From an optimization exercise on the open Yosys and OpenROAD flow, aimed at small area; shortcuts taken in it are not production practice. In this exercise RTL edits were held to simulation tests only and were not proved equivalent to the original. Power figures rest on the tool's default switching activity, not on a simulated workload.

==> flow/design.v <==
module top
(
    input  wire        i_wb_clk,
    input  wire        i_wb_rst,
    input  wire        i_wb_cyc,
    input  wire        i_wb_stb,
    input  wire        i_wb_we,
    input  wire [15:0] i_wb_adr,
    input  wire [15:0] i_wb_data,
    input  wire [63:0] i_DC,
    input  wire        i_extclk,
    input  wire [3:0]  i_DC_valid,
    output reg  [15:0] o_wb_data,
    output reg         o_wb_ack,
    output wire [3:0]  o_pwm
);
    function lt16;
        input [15:0] a, b;
        integer i;
        reg r;
        begin
            r = 1'b0;
            for (i = 0; i < 16; i = i + 1)
                r = (~a[i] & b[i]) | (~a[i] & r) | (b[i] & r);
            lt16 = r;
        end
    endfunction
    function [16:0] inc16;
        input [15:0] a;
        integer i;
        reg cy;
        begin
            cy = 1'b1;
            for (i = 0; i < 16; i = i + 1) begin
                inc16[i] = a[i] ^ cy;
                cy = cy & a[i];
            end
            inc16[16] = cy;
        end
    endfunction
    reg [2:0] ext_sync;
    always @(posedge i_wb_clk or posedge i_wb_rst)
        if (i_wb_rst) ext_sync <= 3'b0;
        else          ext_sync <= {ext_sync[1:0], i_extclk};
    wire ext_rise = ext_sync[1] & ~ext_sync[2];
    reg live;
    always @(posedge i_wb_clk or posedge i_wb_rst)
        if (i_wb_rst) live <= 1'b0;
        else          live <= 1'b1;
    wire access = i_wb_cyc & i_wb_stb & ~|i_wb_adr[15:4];
    wire wr     = access & i_wb_we & ~i_wb_rst;
    wire rd     = access & ~i_wb_we;
    wire [15:0] regs [0:15];
    wire [3:0]  irq;
    genvar c;
    generate
        for (c = 0; c < 4; c = c + 1) begin: ch
            reg [15:0] ctrl, period, divisor, dc;
            wire [3:0] wsel, wkeep;
            genvar k;
            for (k = 0; k < 4; k = k + 1) begin: w
                assign wsel[k]  = wr & (i_wb_adr[3:0] == 4*c+k);
                assign wkeep[k] = live & ~wsel[k];
            end
            wire [15:0] ctrl_keep = ctrl | {10'b0, irq[c], 5'b0};
            always @(posedge i_wb_clk) begin
                ctrl    <= ({16{wsel[0]}} & i_wb_data) | ({16{wkeep[0]}} & ctrl_keep);
                period  <= ({16{wsel[1]}} & i_wb_data) | ({16{wkeep[1]}} & period);
                divisor <= ({16{wsel[2]}} & i_wb_data) | ({16{wkeep[2]}} & divisor);
                dc      <= ({16{wsel[3]}} & i_wb_data) | ({16{wkeep[3]}} & dc);
            end
            assign regs[4*c]   = ctrl;
            assign regs[4*c+1] = period;
            assign regs[4*c+2] = divisor;
            assign regs[4*c+3] = dc;
            wire tick  = ~(ctrl[0] & live) | ext_rise;
            wire tload = tick & live;
            reg [15:0] dsync;
            reg [14:0] count;
            reg        slow;
            always @(posedge i_wb_clk)
                dsync <= ({16{tload}} & divisor) | ({16{~tick}} & dsync);
            wire        den    = live & |dsync[15:1];
            wire        cinc   = ~dsync[0] | slow;
            wire [16:0] cnt1x  = inc16({1'b0, count});
            wire [14:0] cnt1   = cnt1x[14:0];
            wire        toggle = den & ((cinc ? cnt1 : count) == dsync[15:1]);
            wire        st     = tick & (~den | (toggle & ~slow));
            always @(posedge i_wb_clk)
                if (~live) begin
                    count <= 15'b0;
                    slow  <= 1'b0;
                end else if (tick & den) begin
                    if (toggle) begin
                        count <= 15'b0;
                        slow  <= ~slow;
                    end else
                        count <= cnt1;
                end
            reg [15:0] pmc;
            reg sw_s, irq_s, en_s, mode_s, tm_s;
            reg [15:0] counter;
            reg mode_prev, counts;
            wire sload = st & live;
            always @(posedge i_wb_clk) begin
                pmc    <= ({16{sload}} & period) | ({16{~st}} & pmc);
                sw_s   <= (sload & ctrl[7]) | (~st & sw_s);
                irq_s  <= (sload & ctrl[5]) | (~st & irq_s);
                tm_s   <= (sload & ctrl[3]) | (~st & tm_s);
                en_s   <= (sload & ctrl[2]) | (~st & en_s);
                mode_s <= (sload & ctrl[1]) | (~st & mode_s);
            end
            wire [16:0] incx = inc16(counter);
            wire [15:0] inc  = incx[15:0];
            wire        lt   = lt16(counter, pmc - {15'b0, mode_s});
            wire        stop = ~tm_s & counts;
            always @(posedge i_wb_clk)
                if (~live) begin
                    counter <= 16'b0; mode_prev <= 1'b0; counts <= 1'b0;
                end else if (st) begin
                    if (sw_s) begin
                        counter <= 16'b0; mode_prev <= 1'b0; counts <= 1'b0;
                    end else begin
                        mode_prev <= mode_s;
                        if (en_s & ~mode_s & ~stop & ~lt) counts <= 1'b1;
                        else if (~irq_s)                  counts <= 1'b0;
                        if (en_s) begin
                            if (lt & (mode_s | ~stop)) counter <= inc;
                            else                       counter <= 16'b0;
                        end else if (~mode_s & mode_prev)
                            counter <= 16'b0;
                    end
                end
            reg [15:0] psync, dcs;
            reg pm_s, pe_s, dsel_s;
            reg pwm_calc, timer, irq_flag;
            always @(posedge i_wb_clk or posedge i_wb_rst)
                if (i_wb_rst) pe_s <= 1'b0;
                else          pe_s <= (tload & ctrl[2]) | (~tick & pe_s);
            always @(posedge i_wb_clk) begin
                psync  <= ({16{tload}} & period) | ({16{~tick}} & psync);
                dcs    <= ({16{tload}} & dc)     | ({16{~tick}} & dcs);
                pm_s   <= (tload & ctrl[1]) | (~tick & pm_s);
                dsel_s <= (tload & ctrl[6]) | (~tick & dsel_s);
            end
            wire [15:0] dcx  = dsel_s ? (i_DC_valid[c] ? i_DC[16*c +: 16] : 16'b0) : dcs;
            wire        gt   = lt16(psync, dcx);
            wire        ltb  = lt16(counter, (pm_s & ~gt) ? dcx : psync);
            always @(posedge i_wb_clk or posedge i_wb_rst)
                if (i_wb_rst) begin
                    pwm_calc <= 1'b0; timer <= 1'b0; irq_flag <= 1'b0;
                end else if (tick) begin
                    if (pm_s & pe_s) pwm_calc <= ltb;
                    timer <= ~pm_s & pe_s & ~ltb;
                    if (~pm_s & pe_s & ~ltb) irq_flag <= 1'b1;
                end
            assign irq[c] = irq_flag;
            assign o_pwm[c] = live & ~ctrl[7] & (ctrl[1] ? (gt | pwm_calc) : timer);
        end
    endgenerate
    always @(posedge i_wb_clk or posedge i_wb_rst)
        if (i_wb_rst) begin
            o_wb_ack  <= 1'b0;
            o_wb_data <= 16'b0;
        end else begin
            o_wb_ack <= access;
            o_wb_data <= ({16{rd & live}} & regs[i_wb_adr[3:0]]) | ({16{~rd}} & o_wb_data);
        end
endmodule
==> flow/flow/run.sh <==
#!/bin/bash
# The standard ORFS layout with these changes:
#  - synthesis: the standard flow's synthesis script unchanged up to technology mapping;
#    ABC maps the logic with an area-oriented script (flow/abc_area.script)
#    instead of ORFS's delay-oriented one. Registers are mapped before ABC,
#    exactly as in the standard synthesis.
#  - port buffers use the smallest buffer cell;
#  - the clock tree uses small clock buffers and no dummy loads.
set -euo pipefail
WORK=$PWD
export MY_ABC_SCRIPT=$WORK/flow/abc_area.script

# synthesis core: ORFS's synth.tcl with only the ABC call's script replaced
# (and its delay target dropped, as the area script ignores it)
python3 - "$FLOW_HOME/scripts/synth.tcl" "$WORK/synth_core.tcl" <<'PY'
import sys
s = open(sys.argv[1]).read()
old = "  log_cmd abc {*}$abc_args\n"
assert s.count(old) == 1
new = """  set abc_args [lreplace $abc_args 1 1 $::env(MY_ABC_SCRIPT)]
  set i [lsearch -exact $abc_args -D]
  if { $i >= 0 } { set abc_args [lreplace $abc_args $i [expr {$i + 1}]] }
  log_cmd abc {*}$abc_args
"""
open(sys.argv[2], "w").write(s.replace(old, new))
PY
# The standard flow's synthesis wrapper, sourcing the core above instead of ORFS's synth.tcl
python3 - "$WORK/synth_recipe.tcl" "$WORK/my_synth.tcl" "$WORK/synth_core.tcl" <<'PY'
import sys
s = open(sys.argv[1]).read()
old = "source $::env(SCRIPTS_DIR)/synth.tcl"
assert s.count(old) == 1
open(sys.argv[2], "w").write(s.replace(old, "source " + sys.argv[3]))
PY

export BUFFER_PORTS_ARGS="-buffer_cell sky130_fd_sc_hd__buf_1"
export CTS_ARGS="-sink_clustering_enable -repair_clock_nets -sink_clustering_size 16 -sink_clustering_max_diameter 55 -buf_list {sky130_fd_sc_hd__clkbuf_8} -dont_use_dummy_load"
bash standard.sh SYNTH_SCRIPT=$WORK/my_synth.tcl finish > standard_flow.log 2>&1
==> flow/flow/abc_area.script <==
strash
&get -n
&st
&dc2
&syn2
&dch -f
&nf -R 2000 -C 32 -E 30
&put
topo
==> flow/standard.sh <==
#!/bin/bash
# synth_recipe.tcl (not shown) runs the flow's synth.tcl, then flattens the netlist and writes it again
# the make line also repeats each setting of config.mk as NAME=value (left out here)
make -C /OpenROAD-flow-scripts/flow DESIGN_CONFIG=/design/flow/config.mk WORK_HOME=/design/flow/orfs CLKGATE_MAP_FILE= SYNTH_SCRIPT=/design/flow/synth_recipe.tcl "${@:-finish}"
==> flow/config.mk <==
export PLATFORM = sky130hd
export DESIGN_NAME = top
export DESIGN_NICKNAME = top
export VERILOG_FILES = /design/flow/design.v
export SDC_FILE = /design/flow/constraint.sdc
export NUM_CORES = 4
export LEC_CHECK = 0
export CAP_MARGIN = 0
export CORE_MARGIN = 2
export CORE_UTILIZATION = 65
export GPL_TIMING_DRIVEN = 0
export PLACE_DENSITY = 0.75
export SLEW_MARGIN = 0
==> flow/constraint.sdc <==
create_clock -name core_clock -period 10.0 [get_ports {i_wb_clk}]
set_input_delay 2.0000 -clock core_clock [delete_from_list [all_inputs] [get_ports {i_wb_clk}]]
set_output_delay 2.0000 -clock core_clock [all_outputs]
set_load 0.01 [all_outputs]
==> results.ini, run 1 <==
[floorplan]
io_pins=127
core_area_um2=46600
die_w_um=221
initial_core_util_pct=65.8
die_y_um=221
fp-row-count=79
die_area_um2=48900

[clock_network]
postCtsHoldBufs=0
htree_levels=2
path_clk_slew_ns=0.10
cts.repair.resized=0
numCtsBuffers=57
post-cts-setup-buffers=0
cts_buffer_depth=3
clk_latency_ns=0.73
cts_tree=done
ctsRootBufferMaster=clkbuf_8
cts.sinks=713

[pwr]
sequentialPowerShare_pct=64.2
p_total_uw=4450
pwr-share-comb_pct=3.5
p_sw_share_pct=23.8
switchingPower_uw=1060
ir_worst_vdd_v=0.000124
power_density_nw_per_um2=134
leakagePower_uw=0.0134
clockPowerShare_pct=32.3
power.internal_uw=3390

[timing]
max_freq_mhz=106
setup_ws_ns=0.546
slew_headroom_pct=-9.67
hold_violations=0
final-setup-viol-count=0
tightest_slew_ns=1.65
rsz0062_at_grt=no
tns_ns=0
drv_slew=71
fin_worst_skew_ns=0.0877
holdWs_ns=0.360
fin_crit_sh_pct=94.5
period_minus_slack_ns=9.45

[finish]
final_nets=3953
area_growth_pct=8.53
final_cell_mix=dfxtp_1, nor2_1, a21oi_1
layout_commonest_cell=dfxtp_1
drive_gt1_share_pct=3.16
fin_cells=4339

[synth]
syn_inst=3519
synth_top_area_cell=dfxtp_1
mappedNetlistArea_um2=30600
synth_edf_count=0
synthesis.nets=3741
ys_types=53
synthArstFlopShare_pct=5.19
avgSynthCellArea_um2=8.70
synth_ff_type=dfxtp_1
ys_ff_latch=713
yosys_warnings=1
yosys.area.top_type_share_pct=44.2
synth.yosys.seq_area_share_pct=47.2
synthTopCellsByArea=dfxtp_1, a21oi_1, nor2_1

[critical_path]
cp_top_family=adder cells
cp-end-kind=flip-flop
startpoint=i_DC_valid[3]
crit_path_frequent_cell=maj3_1
r2r-end=ch[3].irq_flag
max_stage_delay_ns=0.74
endpoint=ch[3].irq_flag
r2r_start=ch[3].dsel_s
path_max_fanout=28
path_class=input port to flip-flop
crit_buf_inv=1
r2r_cells=33
cp_data_required_time_ns=10.59
worstPathArrival_ns=10.05
r2r_slack_ns=1.42
cp_slowest_cell=and2_0
path_depth=34
startpoint_type=input port

[global_routing]
track_usage_pct=40.3
grt_pass1_wl_um=154000
grt_max_degree=94
grt_overflow=0
grt_pass1_vias=26700
antenna_found_initial=5

[drt]
drc=0
detail_route.first_pass.iterations=10
vias=29000
vias_per_cell=6.68
finalWirelength_um=102000
ant_nets=0
drtIter0Drc=3879
wl_per_cell_um=23.5

[outcome]
status=complete, but fails checks
so.violations=max-capacitance violations, max-slew violations

[placement]
place_hpwl_um=73300
dp_slack_ns=-0.321
port_buffers=126
gp_congestion=0.964
dp.cells=4279

[worst_hold_path]
min_from=ext_sync[0]
hp-class=flip-flop to flip-flop

[job]
cap_violations=6

-- area by class of cell --
class | count | area (um2)
clock buffers | 57 | 785
flip-flops and latches | 713 | 14500
fillers | 3730 | 13300
diodes | 3 | 7.51
inverters | 43 | 164
repair buffers | 153 | 928
well taps | 607 | 759
multi-input cells | 2763 | 16100
-- kinds of logic (layout without fill, tap and decap cells) --
family | count (synthesis) | count (layout) | synth area share (%)
DFF | 713 | 713 | 47.2
xor gates and xnor gates | 102 | 102 | 2.92
buffers and inverters | 43 | 253 | 0.527
and+or+nand+nor | 1244 | 1244 | 16.8
other | 1 | 4 | 0.0122
AOI/OAI and AO/OA | 1203 | 1203 | 24.6
muxes | 49 | 49 | 1.60
adders and majority gates | 164 | 164 | 6.31
-- registers in the layout, summed over array words and instances, names as in the netlist, 16 cells and up --
name and cells:
ch.count 60, o_wb_data 16, ch.dsync 64, ch.divisor 64
ch.ctrl 64, ch.pmc 64, ch.counter 64, ch.dc 64
ch.period 64, ch.psync 64, ch.dcs 64
-- synth_stat cells, types with 22 or more instances --
master,instances
a21oi_1,571
a222oi_1,27
a22o_1,119
a22oi_1,193
clkinv_1,43
dfrtp_1,37
dfxtp_1,676
ha_1,116
maj3_1,48
mux2i_1,49
nand2_1,426
nand3_1,58
nand4_1,29
nor2_1,597
nor3_1,36
nor4_1,25
o21ai_0,128
o221ai_1,22
o22ai_1,59
xnor2_1,54
xor2_1,48
-- layer usage --
layer  track usage, %  share of wire [%]  up-vias  wire, um
li1                 -                  -    13400         -
met1             52.8                 39    13700     40300
met2             62.4                 44     1562     45000
met3             7.91                 10      346     10400
met4             22.7                6.1        8      6240
met5             1.27               0.12        -       122
-- how the worst min path moves through the flow --
stage                     slack, ns  cells past startpoint           to
after floorplan                0.33                      0  ext_sync[1]
after global placement         0.34                      0  ext_sync[1]
after detailed placement       0.34                      0  ext_sync[1]
after CTS                      0.37                      0  ext_sync[1]
after global routing           0.37                      0  ext_sync[1]
final                          0.36                      0  ext_sync[1]
-- power groups by stage --
stage | Clock [uW] | Sequential [uW] | Combinational, uW
3_3_place_gp | 0 | 2940 | 116
6_report | 1440 | 2860 | 155
2_1_floorplan | 0 | 2930 | 45.5
5_1_grt | 1530 | 2860 | 158
4_1_cts | 1420 | 2860 | 147
3_5_place_dp | 0 | 2920 | 146
-- per-stage QoR --
step | util, % | cell area [um2]
6_report | 71.4 | 33200
3_3_place_gp | 68.4 | 31800
3_5_place_dp | 69.6 | 32400
2_1_floorplan | - | 30600
5_1_grt | 71.4 | 33200
4_1_cts | 71.3 | 33200
==> inputs of run 2 (changes only) <==
--- a/flow/config.mk
+++ b/flow/config.mk
@@ -9,5 +9,4 @@
 export CORE_MARGIN = 2
 export CORE_UTILIZATION = 65
-export GPL_TIMING_DRIVEN = 0
 export PLACE_DENSITY = 0.75
 export SLEW_MARGIN = 0
==> results.ini, run 2 <==
[placement]
placed_area_um2=32400  ; about the same
place_hpwl_um=74700  ; was 73,300 um
port_buffers=126  ; unchanged
dp.cells=4307  ; was 4,279
gp_congestion=1.01  ; was 0.964

[global_routing]
antenna_found_initial=1  ; was 5
track_usage_pct=41.5  ; was 40.3%
grt_pass1_vias=27100  ; was 26.7k
grt.busiest_layer=met2  ; unchanged
grtUsageMet2_pct=63.3  ; was 62.4%
grtUsageMet1_pct=55.5  ; was 52.8%
grt_overflow=0  ; unchanged
grt_pass1_wl_um=158000  ; was 154,000 um
grtUsageMet3_pct=9.69  ; was 7.91%
grt_max_degree=108  ; was 94

[synth]
mappedNetlistArea_um2=30600  ; unchanged
ys_types=53  ; unchanged
avgSynthCellArea_um2=8.70  ; unchanged
yosysMostFrequentCell=dfxtp_1  ; unchanged
synth_top_area_cell=dfxtp_1  ; unchanged
yosys.area.top_type_share_pct=44.2  ; unchanged
synth_edf_count=0  ; unchanged
synth.yosys.seq_area_share_pct=47.2  ; unchanged
yosys-top-cells-count=dfxtp_1, nor2_1, a21oi_1  ; unchanged
ys_ff_latch=713  ; unchanged
synthesis.nets=3741  ; unchanged
syn_inst=3519  ; unchanged
synth_ff_type=dfxtp_1  ; unchanged
yosys_warnings=1  ; unchanged
synthTopCellsByArea=dfxtp_1, a21oi_1, nor2_1  ; unchanged
synthArstFlopShare_pct=5.19  ; unchanged

[pwr]
ir_worst_vdd_v=0.000139  ; was 0.000124 V
leakagePower_uw=0.0134  ; about the same
power_density_nw_per_um2=134  ; about the same
p_total_uw=4430  ; was 4450 uW

[critical_path]
worstPathArrival_ns=9.21  ; was 10.05 ns
cp_data_required_time_ns=10.58  ; was 10.59 ns
cp-end-kind=flip-flop  ; unchanged
r2r-end=ch[2].irq_flag  ; was ch[3].irq_flag
endpoint=ch[2].irq_flag  ; was ch[3].irq_flag
path_max_fanout=22  ; was 28
startpoint_type=input port  ; unchanged
crit_path_frequent_cell=maj3_1  ; unchanged
startpoint=i_DC_valid[2]  ; was i_DC_valid[3]
r2r_start=ch[2].dsel_s  ; was ch[3].dsel_s
r2r_cells=30  ; was 33
path_class=input port to flip-flop  ; unchanged
r2r_slack_ns=2.31  ; was 1.42 ns
max_stage_delay_ns=0.62  ; was 0.74 ns
cp_slowest_cell=and2_0  ; unchanged

[timing]
final-setup-viol-count=0  ; unchanged
fin_worst_skew_ns=0.0788  ; was 0.0877 ns
drv_slew=0  ; was 71
max_freq_mhz=116  ; was 106 MHz
period_minus_slack_ns=8.63  ; was 9.45 ns
rsz0062_at_grt=no  ; unchanged
tns_ns=0  ; unchanged
tightest_slew_ns=1.20  ; was 1.65 ns
slew_headroom_pct=20.1  ; was -9.67%
fin_crit_sh_pct=86.3  ; was 94.5%
hold_violations=0  ; unchanged

[clock_network]
cts_tree=done  ; unchanged
postCtsHoldBufs=0  ; unchanged
clk_latency_ns=0.71  ; was 0.73 ns
path_clk_slew_ns=0.09  ; was 0.10 ns
cts_buffer_depth=3  ; unchanged
cts.repair.resized=0  ; unchanged
ctsRootBufferMaster=clkbuf_8  ; unchanged
cts.sinks=713  ; unchanged
htree_levels=2  ; unchanged
numCtsBuffers=56  ; was 57
post-cts-setup-buffers=0  ; unchanged

[drt]
finalWirelength_um=105000  ; was 102,000 um
ant_nets=0  ; unchanged
wl_per_cell_um=24.0  ; was 23.5 um
vias_per_cell=6.71  ; was 6.68
drc=0  ; unchanged
drtIter0Drc=4193  ; was 3,879
detail_route.first_pass.iterations=12  ; was 10
vias=29300  ; was 29.0k

[floorplan]
io_pins=127  ; unchanged
die_area_um2=48900  ; unchanged
initial_core_util_pct=65.8  ; unchanged
core_area_um2=46600  ; unchanged
die_y_um=221  ; unchanged
die_w_um=221  ; unchanged
fp-row-count=79  ; unchanged

[finish]
drive_gt1_share_pct=3.54  ; was 3.16%
layout_commonest_cell=dfxtp_1  ; unchanged
final_cell_mix=dfxtp_1, nor2_1, a21oi_1  ; unchanged
fin_cells=4364  ; was 4,339
area_growth_pct=8.28  ; was 8.53%
final_nets=3980  ; was 3,953
final_cell_area_um2=33100  ; was 33,200 um2

[outcome]
status=complete, no violations  ; was complete, but fails checks

[job]
cap_violations=0  ; was 6

[worst_hold_path]
hp-class=flip-flop to flip-flop  ; unchanged

## run 2: changes by cell type in the layout (fill, tap and decap cells not counted), sizes merged
cell	previous run	this run
buf	152	178
diode	3	1
clkbuf	58	59
clkinv	43	41
inv	0	2
## run 2: cells by family after synthesis
kind of cell	Yosys count	synth area share (%)
fa+ha+maj	164	6.31
buf+inv	43	0.527
other cells	1	0.0122
xor+xnor	102	2.92
flops	713	47.2
compound gates	1203	24.6
mux	49	1.60
simple gates	1244	16.8
## run 2: worst max-delay path, delay by kind of cell
family	cells	cell delay, ns
buffers and inverters	2	0.33
and+or+nand+nor	6	1.49
adders and majority gates	7	2.53
AOI/OAI and AO/OA	16	2.87
## run 2: per-stage QoR
step / worst slack, ns / util (%) / hold WS (ns)
floorplan: 1.19 / - / 0.331
global placement: 0.726 / 69.5 / 0.336
detailed placement: 0.765 / 69.5 / 0.336
CTS: 1.46 / 71.2 / 0.356
global route: 0.845 / 71.2 / 0.370
finish: 1.37 / 71.2 / 0.354
## run 2: power by group
group / switching (uW) / internal (uW) / total, uW
clock: 912 / 499 / 1410
combinational: 122 / 34.8 / 157
sequential: 10.8 / 2850 / 2860
total: 1050 / 3380 / 4430
## run 2: cell type report
cell class / count / area, um2
Tap cell: 607 / 759
Inverter: 43 / 161
Antenna cell: 1 / 2.50
Clock buffer: 56 / 771
Timing Repair Buffer: 181 / 890
Multi-Input combinational cell: 2763 / 16100
Sequential cell: 713 / 14500
Fill cell: 3638 / 13400
## run 2: worst min-delay path by stage
stage                     start           to  slack (ns)  depth (start not counted)
CTS                 ext_sync[0]  ext_sync[1]        0.36                          0
finish              ext_sync[0]  ext_sync[1]        0.35                          0
global placement    ext_sync[0]  ext_sync[1]        0.34                          0
detailed placement  ext_sync[0]  ext_sync[1]        0.34                          0
global route        ext_sync[0]  ext_sync[1]        0.37                          0
floorplan           ext_sync[0]  ext_sync[1]        0.33                          0
## run 2: routing by layer
metal | vias to the layer above | part of all wire [%]
li1 | 13500 | -
met1 | 13800 | 39
met2 | 1728 | 43
met3 | 360 | 12
met4 | 0 | 5.7
met5 | - | 0
==> inputs of run 3 (changes only) <==
==> flow/flow/abc_area.script (replaced) <==
strash
&get -n
&st
&dch -x
&nf -R 2000 -C 32 -E 30
&put
strash
&get -n
&st
&dch -x
&nf -R 2000 -C 32 -E 30
&put
strash
&get -n
&st
&dch -x
&nf -R 2000 -C 32 -E 30
&put
strash
&get -n
&st
&dch -x
&nf -R 2000 -C 32 -E 30
&put
strash
&get -n
&st
&dch -x
&nf -R 2000 -C 32 -E 30
&put
strash
&get -n
&st
&dch -x
&nf -R 2000 -C 32 -E 30
&put
strash
&get -n
&st
&dch -x
&nf -R 2000 -C 32 -E 30
&put
strash
&get -n
&st
&dch -x
&nf -R 2000 -C 32 -E 30
&put
strash
&get -n
&st
&dch -x
&nf -R 2000 -C 32 -E 30
&put
strash
&get -n
&st
&dch -x
&nf -R 2000 -C 32 -E 30
&put
strash
&get -n
&st
&dch -x
&nf -R 2000 -C 32 -E 30
&put
strash
&get -n
&st
&dch -x
&nf -R 2000 -C 32 -E 30
&put
strash
&get -n
&st
&dch -x
&nf -R 2000 -C 32 -E 30
&put
strash
&get -n
&st
&dch -x
&nf -R 2000 -C 32 -E 30
&put
strash
&get -n
&st
&dch -x
&nf -R 2000 -C 32 -E 30
&put
topo
==> results.ini, run 3 <==
[outcome]
status=complete, no violations  ; unchanged

[pwr]
power.internal_uw=3370  ; was 3380 uW
ir_worst_vdd_v=0.000120  ; was 0.000139 V
switchingPower_uw=1030  ; was 1050 uW
p_sw_share_pct=23.4  ; was 23.6%
pwr-share-comb_pct=3.2  ; was 3.5%
sequentialPowerShare_pct=64.7  ; was 64.6%
clockPowerShare_pct=32.1  ; was 31.9%
power_density_nw_per_um2=137  ; was 134 nW/um2
leakagePower_uw=0.0124  ; was 0.0134 uW

[floorplan]
core_area_um2=45200  ; was 46,600 um2
die_area_um2=47200  ; was 48,900 um2
io_pins=127  ; unchanged
initial_core_util_pct=65.5  ; was 65.8%
die_w_um=217  ; was 221 um
die_y_um=217  ; was 221 um
fp-row-count=78  ; was 79

[finish]
utilization_pct=71.1  ; was 71.2%
area_growth_pct=8.60  ; was 8.28%
seqCellArea_um2=14500  ; about the same
diodes=0  ; was 1
fill_cells=3469  ; was 3,638
fin_cells=3656  ; was 4,364
layout_commonest_cell=dfxtp_1  ; unchanged
drive_gt1_share_pct=4.61  ; was 3.54%
final_cell_area_um2=32100  ; was 33,100 um2
multi_input_area_um2=15200  ; was 16,100 um2
final_cell_mix=dfxtp_1, a22o_1, nor2_1  ; was dfxtp_1, nor2_1, a21oi_1
final_nets=3280  ; was 3,980

[timing]
final-setup-viol-count=0  ; unchanged
fin_worst_skew_ns=0.0667  ; was 0.0788 ns
period_minus_slack_ns=7.53  ; was 8.63 ns
fin_crit_sh_pct=75.3  ; was 86.3%
rsz0062_at_grt=no  ; unchanged
max_freq_mhz=133  ; was 116 MHz
tightest_slew_ns=1.36  ; was 1.20 ns
hold_violations=0  ; unchanged
holdWs_ns=0.372  ; was 0.354 ns
slew_headroom_pct=9.49  ; was 20.1%
drv_slew=0  ; unchanged
tns_ns=0  ; unchanged

[synth]
synth_compound_area_share_pct=32.5  ; was 24.6%
synth_edf_count=0  ; unchanged
ys_ff_latch=713  ; unchanged
synth_top_area_cell=dfxtp_1  ; unchanged
yosys_warnings=1  ; unchanged
avgSynthCellArea_um2=10.5  ; was 8.70 um2
synthTopCellsByArea=dfxtp_1, a22o_1, a22oi_1  ; was dfxtp_1, a21oi_1, nor2_1
yosys-top-cells-count=dfxtp_1, a22o_1, nor2_1  ; was dfxtp_1, nor2_1, a21oi_1
synth_ff_type=dfxtp_1  ; unchanged
synthArstFlopShare_pct=5.19  ; unchanged
synthSimpleGateAreaFrac_pct=8.60  ; was 16.8%
synthesis.nets=3043  ; was 3,741
syn_inst=2821  ; was 3,519
synth_mux_area_share_pct=1.94  ; was 1.60%
synth_xor_area_share_pct=2.58  ; was 2.92%
ys_types=50  ; was 53
synth_top_family_by_area=compound AO/OA/AOI/OAI gates  ; unchanged
yosysMostFrequentCell=dfxtp_1  ; unchanged
yosys.area.top_type_share_pct=45.8  ; was 44.2%
synth.yosys.seq_area_share_pct=48.9  ; was 47.2%
mappedNetlistArea_um2=29600  ; was 30,600 um2
synth_adder_area_share_pct=5.18  ; was 6.31%

[clock_network]
cts.repair.resized=0  ; unchanged
cts.sinks=713  ; unchanged
ctsRootBufferMaster=clkbuf_8  ; unchanged
numCtsBuffers=56  ; unchanged
post-cts-setup-buffers=0  ; unchanged
clk_latency_ns=0.71  ; about the same
cts_tree=done  ; unchanged
htree_levels=2  ; unchanged
postCtsHoldBufs=0  ; unchanged
cts_buffer_depth=3  ; unchanged
path_clk_slew_ns=0.10  ; was 0.09 ns

[critical_path]
path_max_fanout=16  ; was 22
cp_slowest_cell=and2_0  ; unchanged
startpoint=i_DC_valid[1]  ; was i_DC_valid[2]
cp_cell_sequence=buf_1 -> and2_0 -> a22oi_1 -> a22oi_1 -> a21oi_1 -> a221oi_1 -> o21ai_0 -> o221ai_1 -> a21oi_1 -> a221oi_1 -> o21ai_0 -> a222oi_1 -> o21ai_0 -> nand2_1 -> nor2_1 -> nor3_1 -> buf_1
max_stage_delay_ns=0.64  ; was 0.62 ns
cp-end-kind=primary output  ; was flip-flop
startpoint_type=input port  ; unchanged
cp_data_required_time_ns=8.00  ; was 10.58 ns
path_class=input port to primary output  ; was input port to flip-flop
worstPathArrival_ns=5.53  ; was 9.21 ns
crit_path_frequent_cell=o21ai_0  ; was maj3_1
r2r_start=ch[2].count[0]  ; was ch[2].dsel_s

[worst_hold_path]
min_from=ext_sync[0]  ; unchanged
hp-class=flip-flop to flip-flop  ; unchanged

[drt]
finalWirelength_um=94300  ; was 105,000 um
drtIter0Drc=3707  ; was 4,193
detail_route.first_pass.iterations=10  ; was 12
wl_met1_um=37900  ; was 40,600 um
ant_nets=0  ; unchanged
drc=0  ; unchanged
vias_per_cell=7.29  ; was 6.71
wl_met3_um=10500  ; was 12,600 um
top_layer=met5  ; was met4
wl_met2_um=40700  ; was 45,500 um
wl_per_cell_um=25.8  ; was 24.0 um
vias=26600  ; was 29.3k

[job]
cap_violations=0  ; unchanged

[global_routing]
track_usage_pct=39.3  ; was 41.5%
grt_overflow=0  ; unchanged
grt_pass1_wl_um=146000  ; was 158,000 um
antenna_found_initial=1  ; unchanged
grt_pass1_vias=25300  ; was 27.1k
grt_max_degree=57  ; was 108

[placement]
placed_area_um2=31300  ; was 32,400 um2
gp_congestion=1.02  ; was 1.01
port_buffers=126  ; unchanged
dp.cells=3599  ; was 4,307
place_hpwl_um=66400  ; was 74,700 um

[run 3: cell types whose count changed after synthesis, moves of 23 or more]
cell | previous run | this run
a22o_1 | 119 | 537
a21oi_1 | 571 | 129
nor2_1 | 597 | 277
maj3_1 | 48 | 8
a222oi_1 | 27 | 67
o21ai_0 | 128 | 96
a221oi_1 | 19 | 47
nand3_1 | 58 | 27
a22oi_1 | 193 | 222
nor3_1 | 36 | 59
nand2_1 | 426 | 113
[run 3: worst paths after layout]
kind                                     to  slack [ns]  cells after the start
setup / recovery                   o_pwm[1]        2.47                     17
hold / removal                  ext_sync[1]        0.37                      0
hold reg to reg                 ext_sync[1]        0.37                      0
max in group asynchronous       ch[3].timer        8.10                      3
setup reg to reg           ch[2].counter[0]        3.46                     27
min in group asynchronous      o_wb_data[9]        1.41                      3
[run 3: final cells by class]
type / instances / area share [%]
multi-input combinational: 2087 / 47.3
sequential: 713 / 45.0
timing repair buffer: 179 / 2.71
clock buffer: 56 / 2.40
tap: 600 / 2.34
inverter: 21 / 0.253
[run 3: critical path: cells and delay by family]
kind / cells / cell delay [ns]
AO/OA/AOI/OAI: 11 / 2.11
AND/OR/NAND/NOR: 4 / 1.12
buffers and inverters: 2 / 0.31
[run 3: through the flow]
stage	setup slack (ns)	power [uW]
2_1_floorplan	3.12	2960
3_3_place_gp	2.18	3040
3_5_place_dp	2.12	3040
4_1_cts	2.58	4390
5_1_grt	2.12	4500
6_report	2.47	4390
[run 3: cells by family after synthesis]
group	Yosys count
other	1
multiplexers	57
flip-flops	713
AO/OA/AOI/OAI	1242
buffers and inverters	21
XOR/XNOR	87
adder cells (fa/ha/maj)	124
AND/OR/NAND/NOR	576
[run 3: power groups by stage]
stage | clock network, uW | logic [uW] | registers, uW
6_report | 1410 | 140 | 2840
3_5_place_dp | 0 | 132 | 2910
4_1_cts | 1410 | 132 | 2840
5_1_grt | 1510 | 143 | 2840
2_1_floorplan | 0 | 47.2 | 2910
3_3_place_gp | 0 | 129 | 2910
[run 3: per-layer routing]
metal / vias to the layer above / track usage [%]
li1: 11900 / -
met1: 12800 / 52.8
met2: 1642 / 59.8
met3: 332 / 9.08
met4: 2 / 19.5
met5: - / 0
==> inputs of run 4 (changes only) <==
--- a/flow/flow/run.sh
+++ b/flow/flow/run.sh
@@ -35,4 +35,4 @@
 
 export BUFFER_PORTS_ARGS="-buffer_cell sky130_fd_sc_hd__buf_1"
-export CTS_ARGS="-sink_clustering_enable -repair_clock_nets -sink_clustering_size 16 -sink_clustering_max_diameter 55 -buf_list {sky130_fd_sc_hd__clkbuf_8} -dont_use_dummy_load"
+export CTS_ARGS="-sink_clustering_enable -repair_clock_nets -sink_clustering_size 18 -sink_clustering_max_diameter 65 -buf_list {sky130_fd_sc_hd__clkbuf_8} -dont_use_dummy_load"
 bash standard.sh SYNTH_SCRIPT=$WORK/my_synth.tcl finish > standard_flow.log 2>&1
==> results.ini, run 4 <==
[pwr]
power.internal_uw=3300  ; was 3370 uW
p_sw_share_pct=23.3  ; was 23.4%
ir_worst_vdd_v=0.000133  ; was 0.000120 V
power_density_nw_per_um2=134  ; was 137 nW/um2
clockPowerShare_pct=30.6  ; was 32.1%
pwr-share-comb_pct=3.2  ; about the same
leakagePower_uw=0.0124  ; about the same
sequentialPowerShare_pct=66.1  ; was 64.7%
switchingPower_uw=1000  ; was 1030 uW

[worst_hold_path]
hp-class=flip-flop to flip-flop  ; unchanged
min_from=ext_sync[0]  ; unchanged

[synth]
synthArstFlopShare_pct=5.19  ; unchanged
ys_ff_latch=713  ; unchanged
avgSynthCellArea_um2=10.5  ; unchanged
mappedNetlistArea_um2=29600  ; unchanged
yosysMostFrequentCell=dfxtp_1  ; unchanged
synth_edf_count=0  ; unchanged
yosys_warnings=1  ; unchanged
synthesis.nets=3043  ; unchanged
synthTopCellsByArea=dfxtp_1, a22o_1, a22oi_1  ; unchanged
syn_inst=2821  ; unchanged
ys_types=50  ; unchanged
synth_top_area_cell=dfxtp_1  ; unchanged
yosys-top-cells-count=dfxtp_1, a22o_1, nor2_1  ; unchanged
synth.yosys.seq_area_share_pct=48.9  ; unchanged
synth_ff_type=dfxtp_1  ; unchanged
yosys.area.top_type_share_pct=45.8  ; unchanged

[placement]
port_buffers=126  ; unchanged
gp_congestion=1.02  ; unchanged
place_hpwl_um=66400  ; unchanged
dp.cells=3599  ; unchanged

[critical_path]
cp_top_family=compound AO/OA/AOI/OAI gates  ; unchanged
cp_slowest_cell=and2_0  ; unchanged
startpoint=i_DC_valid[1]  ; unchanged
crit_path_frequent_cell=o21ai_0  ; unchanged
path_max_fanout=16  ; unchanged
startpoint_type=input port  ; unchanged
crit_buf_inv=2  ; unchanged
cp_data_required_time_ns=8.00  ; about the same
cp-end-kind=primary output  ; unchanged
r2r_start=ch[2].count[0]  ; unchanged
worstPathArrival_ns=5.47  ; was 5.53 ns
path_class=input port to primary output  ; unchanged
cp_cell_sequence=buf_1 -> and2_0 -> a22oi_1 -> a22oi_1 -> a21oi_1 -> a221oi_1 -> o21ai_0 -> o221ai_1 -> a21oi_1 -> a221oi_1 -> o21ai_0 -> a222oi_1 -> o21ai_0 -> nand2_1 -> nor2_1 -> nor3_1 -> buf_1  ; unchanged
max_stage_delay_ns=0.64  ; about the same

[clock_network]
htree_levels=2  ; unchanged
cts_buffer_depth=3  ; unchanged
cts_tree=done  ; unchanged
clk_latency_ns=0.70  ; was 0.71 ns
cts.repair.resized=0  ; unchanged
postCtsHoldBufs=0  ; unchanged
path_clk_slew_ns=0.11  ; was 0.10 ns
ctsRootBufferMaster=clkbuf_8  ; unchanged
post-cts-setup-buffers=0  ; unchanged
numCtsBuffers=48  ; was 56
cts.sinks=713  ; unchanged

[floorplan]
die_y_um=217  ; unchanged
die_area_um2=47200  ; unchanged
initial_core_util_pct=65.5  ; unchanged
core_area_um2=45200  ; unchanged
die_w_um=217  ; unchanged
io_pins=127  ; unchanged
fp-row-count=78  ; unchanged

[timing]
hold_violations=0  ; unchanged
rsz0062_at_grt=no  ; unchanged
final-setup-viol-count=0  ; unchanged
tightest_slew_ns=1.35  ; was 1.36 ns
slew_headroom_pct=9.73  ; was 9.49%
drv_slew=0  ; unchanged
fin_worst_skew_ns=0.0530  ; was 0.0667 ns
fin_crit_sh_pct=74.7  ; was 75.3%
tns_ns=0  ; unchanged
max_freq_mhz=134  ; was 133 MHz
period_minus_slack_ns=7.47  ; was 7.53 ns

[drt]
wl_per_cell_um=25.8  ; about the same
drtIter0Drc=3932  ; was 3,707
drc=0  ; unchanged
vias_per_cell=7.26  ; was 7.29
vias=26500  ; was 26.6k
ant_nets=0  ; unchanged
detail_route.first_pass.iterations=10  ; unchanged
finalWirelength_um=93900  ; was 94,300 um

[finish]
drive_gt1_share_pct=4.36  ; was 4.61%
final_cell_mix=dfxtp_1, a22o_1, nor2_1  ; unchanged
diodes=0  ; unchanged
area_growth_pct=8.23  ; was 8.60%
final_nets=3272  ; was 3,280
layout_commonest_cell=dfxtp_1  ; unchanged
fin_cells=3648  ; was 3,656

[global_routing]
antenna_found_initial=0  ; was 1
grt_pass1_vias=25100  ; was 25.3k
grt_overflow=0  ; unchanged
grt_max_degree=57  ; unchanged
grt_pass1_wl_um=145000  ; was 146,000 um
track_usage_pct=39.2  ; was 39.3%

[job]
cap_violations=0  ; unchanged

[outcome]
status=complete, no violations  ; unchanged

[run 4: final cells by class]
cell class,count,area (um2)
Multi-Input combinational cell,2087,15200
Inverter,21,81.3
Sequential cell,713,14500
Tap cell,600,751
Clock buffer,48,661
Timing Repair Buffer,179,871
Fill cell,3510,13200
[run 4: layer usage]
metal | share of wire [%] | up-vias | GRT usage, % | wire length, um
met1 | 40 | 12700 | 52.9 | 37400
met2 | 43 | 1594 | 59.3 | 40400
met3 | 11 | 335 | 8.25 | 10600
li1 | - | 11900 | - | -
met4 | 5.9 | 0 | 20.3 | 5500
met5 | 0 | - | 0 | 0
[run 4: through the flow]
step	hold WS, ns	worst slack (ns)	cell area (um2)	utilization (%)	total power [uW]
3_3_place_gp	0.341	2.18	31300	69.4	3040
6_report	0.377	2.53	32000	70.8	4300
4_1_cts	0.373	2.58	32000	70.8	4300
5_1_grt	0.400	2.12	32000	70.8	4410
2_1_floorplan	0.331	3.12	29600	-	2960
3_5_place_dp	0.349	2.12	31300	69.4	3040
[run 4: worst register-to-register path: cells and delay by family, from the launching register on]
kind | cells | cell delay, ns
adder cells (fa/ha/maj) | 11 | 2.17
AO/OA/AOI/OAI | 9 | 2.00
AND/OR/NAND/NOR | 4 | 1.35
buffers and inverters | 2 | 0.42
flip-flops | 1 | 0.36
multiplexers | 1 | 0.23
[run 4: path summary, 6_finish.rpt]
path | endpoint | slack (ns) | cells past startpoint
worst min-delay path | ext_sync[1] | 0.38 | 0
max in group asynchronous | ch[3].pwm_calc | 8.08 | 3
worst max-delay path | o_pwm[1] | 2.53 | 17
worst max register to register | ch[2].counter[10] | 3.40 | 27
min in group asynchronous | o_wb_data[9] | 1.43 | 3
worst min register to register | ext_sync[1] | 0.38 | 0
[run 4: cell families after synthesis]
| family | after synthesis | synth area share (%) |
|---|---|---|
| AO/OA/AOI/OAI | 1242 | 32.5 |
| buffers and inverters | 21 | 0.267 |
| XOR/XNOR | 87 | 2.58 |
| other | 1 | 0.0127 |
| flip-flops | 713 | 48.9 |
| adder cells (fa/ha/maj) | 124 | 5.18 |
| AND/OR/NAND/NOR | 576 | 8.60 |
| multiplexers | 57 | 1.94 |
[run 4: power groups by stage]
stage                     logic (uW)  registers [uW]  clock network [uW]
after floorplan                 47.2            2910                   0
after global placement           129            2910                   0
after detailed placement         132            2910                   0
after CTS                        132            2840                1320
after global routing             143            2840                1420
final                            140            2840                1320
==> inputs of run 5 (changes only) <==
--- a/flow/config.mk
+++ b/flow/config.mk
@@ -8,5 +8,5 @@
 export CAP_MARGIN = 0
 export CORE_MARGIN = 2
-export CORE_UTILIZATION = 65
-export PLACE_DENSITY = 0.75
+export CORE_UTILIZATION = 55
+export PLACE_DENSITY = 0.65
 export SLEW_MARGIN = 0
==> results.ini, run 5 <==
[drt]
drtIter0Drc=3032  ; was 3,932
finalWirelength_um=97700  ; was 93,900 um
vias_per_cell=6.98  ; was 7.26
wl_per_cell_um=26.1  ; was 25.8 um
vias=26200  ; was 26.5k
ant_nets=0  ; unchanged
detail_route.first_pass.iterations=10  ; unchanged
drc=0  ; unchanged

[global_routing]
grtUsageMet1_pct=47.2  ; was 52.9%
grt_pass1_wl_um=149000  ; was 145,000 um
grt_max_degree=55  ; was 57
track_usage_pct=34.1  ; was 39.2%
grtUsageMet3_pct=6.76  ; was 8.25%
grt_overflow=0  ; unchanged
grt.busiest_layer=met2  ; unchanged
antenna_found_initial=1  ; was 0
grt_pass1_vias=24500  ; was 25.1k
grtUsageMet2_pct=52.6  ; was 59.3%

[finish]
layout_commonest_cell=dfxtp_1  ; unchanged
multi_input_area_um2=15200  ; about the same
final_nets=3281  ; was 3,272
fin_cells=3746  ; was 3,648
final_cell_area_um2=32200  ; was 32,000 um2
seqCellArea_um2=14500  ; unchanged
drive_gt1_share_pct=4.71  ; was 4.36%
area_growth_pct=8.94  ; was 8.23%
final_cell_mix=dfxtp_1, a22o_1, nor2_1  ; unchanged
fill_cells=4431  ; was 3,510

[floorplan]
die_y_um=236  ; was 217 um
die_area_um2=55600  ; was 47,200 um2
fp-row-count=84  ; was 78
io_pins=127  ; unchanged
die_w_um=236  ; was 217 um
core_area_um2=52900  ; was 45,200 um2
initial_core_util_pct=56.0  ; was 65.5%

[job]
cap_violations=0  ; unchanged

[timing]
period_minus_slack_ns=7.45  ; was 7.47 ns
max_freq_mhz=134  ; about the same
rsz0062_at_grt=no  ; unchanged
final-setup-viol-count=0  ; unchanged
tns_ns=0  ; unchanged
hold_violations=0  ; unchanged
drv_slew=0  ; unchanged
fin_crit_sh_pct=74.5  ; was 74.7%
tightest_slew_ns=1.42  ; was 1.35 ns
fin_worst_skew_ns=0.0695  ; was 0.0530 ns
slew_headroom_pct=5.33  ; was 9.73%

[placement]
dp.cells=3693  ; was 3,599
port_buffers=126  ; unchanged
placed_area_um2=31500  ; was 31,300 um2
gp_congestion=0.980  ; was 1.02
place_hpwl_um=68800  ; was 66,400 um

[worst_hold_path]
hp-class=flip-flop to flip-flop  ; unchanged
min_from=ext_sync[0]  ; unchanged

[clock_network]
cts.repair.resized=0  ; unchanged
path_clk_slew_ns=0.11  ; about the same
ctsRootBufferMaster=clkbuf_8  ; unchanged
clk_latency_ns=0.70  ; about the same
numCtsBuffers=52  ; was 48
cts.sinks=713  ; unchanged
postCtsHoldBufs=0  ; unchanged
post-cts-setup-buffers=0  ; unchanged
cts_buffer_depth=3  ; unchanged
htree_levels=2  ; unchanged
cts_tree=done  ; unchanged

[synth]
avgSynthCellArea_um2=10.5  ; unchanged
synth_ff_type=dfxtp_1  ; unchanged
syn_inst=2821  ; unchanged
ys_ff_latch=713  ; unchanged
yosys_warnings=1  ; unchanged
synthesis.nets=3043  ; unchanged
synthArstFlopShare_pct=5.19  ; unchanged
mappedNetlistArea_um2=29600  ; unchanged
ys_types=50  ; unchanged
synth_top_area_cell=dfxtp_1  ; unchanged
yosys.area.top_type_share_pct=45.8  ; unchanged
yosysMostFrequentCell=dfxtp_1  ; unchanged
synthTopCellsByArea=dfxtp_1, a22o_1, a22oi_1  ; unchanged
yosys-top-cells-count=dfxtp_1, a22o_1, nor2_1  ; unchanged
synth.yosys.seq_area_share_pct=48.9  ; unchanged
synth_edf_count=0  ; unchanged

[critical_path]
r2r_slack_ns=3.37  ; was 3.40 ns
max_stage_delay_ns=0.66  ; was 0.64 ns
r2r_start=ch[2].count[0]  ; unchanged
cp_top_family=compound AO/OA/AOI/OAI gates  ; unchanged
worstPathArrival_ns=5.45  ; was 5.47 ns
cp_cell_sequence=buf_1 -> and2_0 -> a22oi_1 -> a22oi_1 -> a21oi_1 -> a221oi_1 -> o21ai_0 -> o221ai_1 -> a21oi_1 -> a221oi_1 -> o21ai_0 -> a222oi_1 -> o21ai_0 -> nand2_1 -> nor2_1 -> nor3_1 -> buf_1  ; unchanged
cp-end-kind=primary output  ; unchanged
crit_path_frequent_cell=o21ai_0  ; unchanged
crit_buf_inv=2  ; unchanged
startpoint_type=input port  ; unchanged
cp_slowest_cell=and2_0  ; unchanged
path_class=input port to primary output  ; unchanged
cp_data_required_time_ns=8.00  ; about the same
startpoint=i_DC_valid[1]  ; unchanged
path_max_fanout=16  ; unchanged

[pwr]
power_density_nw_per_um2=135  ; was 134 nW/um2
p_sw_share_pct=23.6  ; was 23.3%
clockPowerShare_pct=31.6  ; was 30.6%
sequentialPowerShare_pct=65.1  ; was 66.1%
ir_worst_vdd_v=0.0000993  ; was 0.000133 V
power.internal_uw=3330  ; was 3300 uW
leakagePower_uw=0.0124  ; about the same
pwr-share-comb_pct=3.3  ; was 3.2%
switchingPower_uw=1030  ; was 1000 uW

[outcome]
status=complete, no violations  ; unchanged

-- run 5: cell counts after synthesis --
No cell type changed its count.
-- run 5: final timing paths --
path	endpoint	cells past startpoint
worst max-delay path	o_pwm[1]	17
worst min-delay path	ext_sync[1]	0
worst max register to register	ch[2].pmc[11]	26
worst min register to register	ext_sync[1]	0
max in group asynchronous	ch[3].irq_flag	3
min in group asynchronous	o_wb_ack	3
-- run 5: per-layer routing --
| layer | up-vias | share of wire, % |
|---|---|---|
| li1 | 11900 | - |
| met1 | 12700 | 43 |
| met2 | 1304 | 44 |
| met3 | 233 | 9.6 |
| met4 | 2 | 4.1 |
| met5 | - | 0.010 |
-- run 5: worst register-to-register path: stages, from the launching register on --
cell and delay, ns:
dfxtp_1 0.35, ha_1 0.21, ha_1 0.18, ha_1 0.18
ha_1 0.18, ha_1 0.18, ha_1 0.19, ha_1 0.19
ha_1 0.18, ha_1 0.18, ha_1 0.18, ha_1 0.29
mux2i_1 0.25, o221ai_1 0.15, a211oi_1 0.17, o21ai_0 0.12
a221oi_1 0.26, nand4_1 0.13, a2111oi_0 0.29, o2111ai_1 0.16
a221oi_1 0.45, clkinv_1 0.17, o21ai_0 0.33, nand2_1 0.61
nor2_1 0.49, buf_4 0.31, a22o_1 0.15
-- run 5: power groups by stage --
stage | Sequential [uW] | Clock, uW | Combinational [uW]
after floorplan | 2910 | 0 | 47.2
after global placement | 2910 | 0 | 136
after detailed placement | 2910 | 0 | 138
after CTS | 2840 | 1390 | 138
after global routing | 2840 | 1490 | 148
final | 2840 | 1380 | 144
-- run 5: cells by family after synthesis --
logic type / count (synthesis) / share of synthesized area [%]
AOI/OAI and AO/OA: 1242 / 32.5
DFF: 713 / 48.9
and+or+nand+nor: 576 / 8.60
adders and majority gates: 124 / 5.18
xor gates and xnor gates: 87 / 2.58
muxes: 57 / 1.94
buffers and inverters: 21 / 0.267
other: 1 / 0.0127
-- run 5: cell type report --
class / count / area share [%]
antenna: 1 / 0.00777
timing repair buffer: 184 / 2.82
multi-input combinational: 2087 / 47.2
clock buffer: 52 / 2.22
tap: 688 / 2.67
inverter: 21 / 0.252
sequential: 713 / 44.9
-- run 5: stage by stage --
| step | util, % | power (uW) | setup slack (ns) | hold slack [ns] |
|---|---|---|---|---|
| finish | 61.0 | 4370 | 2.55 | 0.360 |
| global route | 60.9 | 4480 | 2.20 | 0.365 |
| CTS | 60.9 | 4380 | 2.61 | 0.363 |
| detailed placement | 59.6 | 3050 | 2.23 | 0.338 |
| global placement | 59.6 | 3040 | 2.35 | 0.333 |
| floorplan | - | 2960 | 3.12 | 0.331 |

-- port drivers added, routing unchanged --
No port has a modelled driver above. Below, the same layouts with a new extraction and two added sets of constraints.
Step 1: set_driving_cell puts a clkbuf_16 on i_wb_clk and a buf_2 on each other input, an assumption about the parent block.
Step 2, shift: input delay + t, output delay - t, t = (earliest + latest rising clock arrival at the registers) / 2. This alone moves slack from input paths to output paths.
Slacks: ideal / step 1 / step 2; pairs: ideal / step 1.
| run | t (ns) | setup WS [ns] | hold slack, ns | latest minus earliest clock arrival (ns) | cell pins on the clock port's net |
|---|---|---|---|---|---|
| run 1 | 0.756 | 0.546 / 0.577 / -0.179 | 0.360 / 0.360 / 0.360 | 0.101 / 0.101 | 1 |
| run 2 | 0.736 | 1.368 / 1.408 / 0.672 | 0.354 / 0.354 / 0.354 | 0.080 / 0.080 | 1 |
| run 3 | 0.745 | 2.471 / 2.441 / 2.024 | 0.372 / 0.372 / 0.372 | 0.076 / 0.076 | 1 |
| run 4 | 0.731 | 2.525 / 2.495 / 2.044 | 0.377 / 0.377 / 0.377 | 0.056 / 0.056 | 1 |
| run 5 | 0.730 | 2.549 / 2.526 / 2.142 | 0.360 / 0.360 / 0.360 | 0.078 / 0.077 | 1 |
The setup slack of run 1, which loses most, moves by +0.031 ns with the drivers and by -0.725 ns with both steps.
